What follows belongs to an exercise in optimizing a design on an open flow for small area and a short achievable clock period; a production flow would make more cautious choices. The RTL was checked by simulation tests, not by an equivalence proof against the original design.

Setup of build 64:
==> flow/design.v <==
module calc(out, decimal, CLK, RST, CE, plus, sub, multi, equal);
output [14:0] out;
input  [9:0]  decimal;
input  CLK, RST, CE, plus, sub, multi, equal;
reg [14:0] B, R;
reg [2:0]  cnt;
reg [1:0]  ope;    
reg        P;      
reg fx8, fx4, fxn, fy1, fy2, fyn;   
reg fk;                             
reg fci;                            
reg [3:0] ff;                       
wire [3:0] d = decimal[9] ? 4'd9 : decimal[8] ? 4'd8 : decimal[7] ? 4'd7 :
               decimal[6] ? 4'd6 : decimal[5] ? 4'd5 : decimal[4] ? 4'd4 :
               decimal[3] ? 4'd3 : decimal[2] ? 4'd2 : decimal[1] ? 4'd1 : 4'd0;
wire digit = (decimal != 10'd0) && (cnt != 3'd7);
wire o_non = (ope == 2'd0), o_add = (ope == 2'd1), o_sub = (ope == 2'd2), o_mul = (ope == 2'd3);
wire o_as  = o_add | o_sub;
wire bx4 = (d == 4'd3) | (d == 4'd4) | (d == 4'd5);
wire bx8 = (d >= 4'd6);
wire by1 = (d == 4'd1) | (d == 4'd3) | (d == 4'd5) | (d == 4'd7) | (d == 4'd9);
wire by2 = (d == 4'd2) | (d == 4'd6);
wire byn = (d == 4'd3) | (d == 4'd6) | (d == 4'd7);
wire [3:0] f = o_mul ? 4'd0 : o_sub ? 4'd9 - d : d;
always @(posedge CLK) begin
    fx8 <= o_as | (o_mul & bx8);
    fx4 <= o_mul & bx4;
    fxn <= o_as;
    fy1 <= o_as | (o_mul & by1);
    fy2 <= o_mul & by2;
    fyn <= o_as | (o_mul & byn);
    fk  <= o_add;
    fci <= o_add | (o_mul & byn);
    ff  <= {f[3], f[2] | f[3], f[1] | f[3], f[0]};
end
wire [14:0] W = {R[11:0], fk, fk, fk};
wire [14:0] V = {R[13:0], fk};
wire [11:0] Xh = ((fx8 ? B[11:0] : 12'd0) | (fx4 ? B[12:1] : 12'd0)) ^ {12{fxn}};
wire [14:0] X = {Xh, (fx4 & B[0]) | ff[2], ff[1], ff[0]};
wire [14:0] Y = ((fy1 ? B : 15'd0) | (fy2 ? {B[13:0], 1'b0} : 15'd0)) ^ {15{fyn}};
wire [14:0] s1 = W ^ V ^ X;
wire [14:0] c1 = {(W[13:0] & V[13:0]) | (W[13:0] & X[13:0]) | (V[13:0] & X[13:0]), ff[3]};
wire [14:0] s2 = s1 ^ c1 ^ Y;
wire [14:0] c2 = {(s1[13:0] & c1[13:0]) | (s1[13:0] & Y[13:0]) | (c1[13:0] & Y[13:0]), ff[3]};
wire [14:0] S = s2 + c2 + {14'd0, fci};
wire [14:0] Reff = P ? S : R;
always @(posedge CLK or negedge RST)
    if (!RST) begin
        B <= 0; R <= 0; cnt <= 0; ope <= 0; P <= 0;
    end else begin
        P <= digit;
        if (digit) begin
            R <= Reff;
            cnt <= cnt + 3'd1;
        end else if (plus | sub | multi) begin
            B <= Reff;
            ope <= plus ? 2'd1 : sub ? 2'd2 : 2'd3;
            R <= (plus | sub) ? Reff : 15'd0;
            cnt <= 0;
        end else if (equal) begin
            if (!o_non) B <= Reff;
            ope <= 0;
            R <= 0;
            cnt <= 0;
        end else if (CE) begin
            R <= o_as ? B : 15'd0;
            cnt <= 0;
        end else
            R <= Reff;
    end
assign out = B;
endmodule
Settings: LEC_CHECK=0, ABC_CLOCK_PERIOD_IN_PS=2500, CAP_MARGIN=20, CORE_MARGIN=2, CORE_UTILIZATION=40, SETUP_SLACK_MARGIN=4, SLEW_MARGIN=20; clock period 7.5 ns.
run.sh (not shown) runs the stock make flow with config.mk's settings and CLKGATE_MAP_FILE= SYNTH_SCRIPT=/design/flow/synth_recipe.tcl, a recipe that flattens the netlist after the stock synthesis.
Every stage of the flow completed for build 64, and the final layout passed the timing, DRC and antenna checks.
[inputs] build 60 vs build 64
- ABC_AREA now 1, previously not set
- SETUP_SLACK_MARGIN now 3.75, was 4
- ABC_CLOCK_PERIOD_IN_PS no longer set, was 2500
==> flow/flow/run.sh (new file) <==
#!/bin/bash
# Standard layout, but with plain buf_2 cells as the port buffers.
set -euo pipefail
bash standard.sh "BUFFER_PORTS_ARGS=-buffer_cell sky130_fd_sc_hd__buf_2" finish > orfs_flow.log 2>&1
==> flow/standard.sh (new file) <==
#!/bin/bash
# synth_recipe.tcl (not shown) runs the flow's synth.tcl, then flattens the netlist and writes it again
# the make line also repeats each setting of config.mk as NAME=value (left out here)
make -C /OpenROAD-flow-scripts/flow DESIGN_CONFIG=/design/flow/config.mk WORK_HOME=/design/flow/orfs CLKGATE_MAP_FILE= SYNTH_SCRIPT=/design/flow/synth_recipe.tcl "${@:-finish}"
removed: flow/run.sh
### Flow results
The final layout from build 60, which completed every stage, passed the timing, DRC and antenna checks at the end of the flow. Relative to build 64, the synthesized cell count of build 60 is higher by about 47%. Of build 60 and build 64, the run reporting the lower row count was build 64. From build 64 to build 60 the numbers moved as follows: count of inverters not on the clock network in the layout +390%.
Input changes introduced in build 20 (baseline for comparison: build 60):
- a deleted ABC_AREA that had been 1
- a change of CORE_UTILIZATION from 40 to 70
Findings:
End of the critical path: R[10] -> build 60, R[13] -> build 20. Sort build 60 and build 20 by sequential cell area share, ascending, and build 60 comes first. Changes observed in build 20 relative to build 60: detailed-placement wirelength estimate shows a reduction of 24%, number of vias per cell went up, final setup skew roughly the same.


// calc: RTL as listed in full above, without the edits since
==> flow/config.mk <==
export PLATFORM = sky130hd
export DESIGN_NAME = calc
export DESIGN_NICKNAME = calc
export VERILOG_FILES = /design/flow/design.v
export SDC_FILE = /design/flow/constraint.sdc
export NUM_CORES = 4
export LEC_CHECK = 0
export CAP_MARGIN = 20
export CORE_MARGIN = 2
export CORE_UTILIZATION = 40
export SETUP_SLACK_MARGIN = 3.75
export SLEW_MARGIN = 20
==> flow/constraint.sdc <==
create_clock -name core_clock -period 7.5 [get_ports {CLK}]
set_input_delay 1.5000 -clock core_clock [delete_from_list [all_inputs] [get_ports {CLK}]]
set_output_delay 1.5000 -clock core_clock [all_outputs]
set_load 0.01 [all_outputs]
standard.sh (not shown) runs the stock make flow with config.mk's settings and CLKGATE_MAP_FILE= SYNTH_SCRIPT=/design/flow/synth_recipe.tcl, a recipe that flattens the netlist after the stock synthesis.
==> flow/flow/run.sh <==
#!/bin/bash
# Standard layout, but with plain buf_2 cells as the port buffers.
set -euo pipefail
bash standard.sh "BUFFER_PORTS_ARGS=-buffer_cell sky130_fd_sc_hd__buf_2" finish > orfs_flow.log 2>&1
Next try:
--- a/flow/config.mk
+++ b/flow/config.mk
@@ -9,4 +9,4 @@
 export CORE_MARGIN = 2
 export CORE_UTILIZATION = 40
-export SETUP_SLACK_MARGIN = 3.75
+export SETUP_SLACK_MARGIN = 4
 export SLEW_MARGIN = 20
Outcome: The changed run finished with timing, DRC and antenna clean. Register-to-register slack gains 0.04 ns. Core utilization climbs by 3.1 points. Fmax rises by 1.1%. Count of clock-buffer cells in the layout is lower by 1. First-iteration DRC count rose by 9.3%. Area after synthesis does not change.

## static timing again, ports no longer ideal
The results above use ideal ports. As a check the final layouts listed here were re-extracted and re-timed, cells and wires unchanged. Step 1 (the two cells are an assumption about what drives the block):
set clk [get_ports {CLK}]
set_driving_cell -lib_cell sky130_fd_sc_hd__clkbuf_16 $clk
set_driving_cell -lib_cell sky130_fd_sc_hd__buf_2 [delete_from_list [all_inputs] $clk]
Step 2 also shifts input and output timing later by t, the mid clock arrival at the registers, as if the neighbouring blocks saw the same clock. a / b / c = no drivers / after step 1 / after step 2; a / b = the first two.
| run | t, ns | setup slack, ns | latest minus earliest clock arrival (ns) | worst slew at a driven data input, ns | pins driven straight from the clock port |
|---|---|---|---|---|---|
| build 64 | 0.335 | 3.969 / 3.969 / 3.711 | 0.009 / 0.009 | 0.04 | 1 |
| build 60 | 0.330 | 3.981 / 3.981 / 3.981 | 0.008 / 0.009 | 0.03 | 1 |
| build 20 | 0.329 | 3.787 / 3.787 / 3.776 | 0.006 / 0.006 | 0.03 | 1 |
| the first run of note 2 | 0.349 | 3.833 / 3.833 / 3.782 | 0.017 / 0.017 | 0.03 | 1 |
| the second run of note 2 | 0.331 | 3.872 / 3.872 / 3.869 | 0.006 / 0.006 | 0.03 | 1 |
After both steps every run listed still meets setup and hold. For build 64, which loses most, drivers alone change the setup slack by 0.000 ns; drivers and shift together by -0.258 ns.
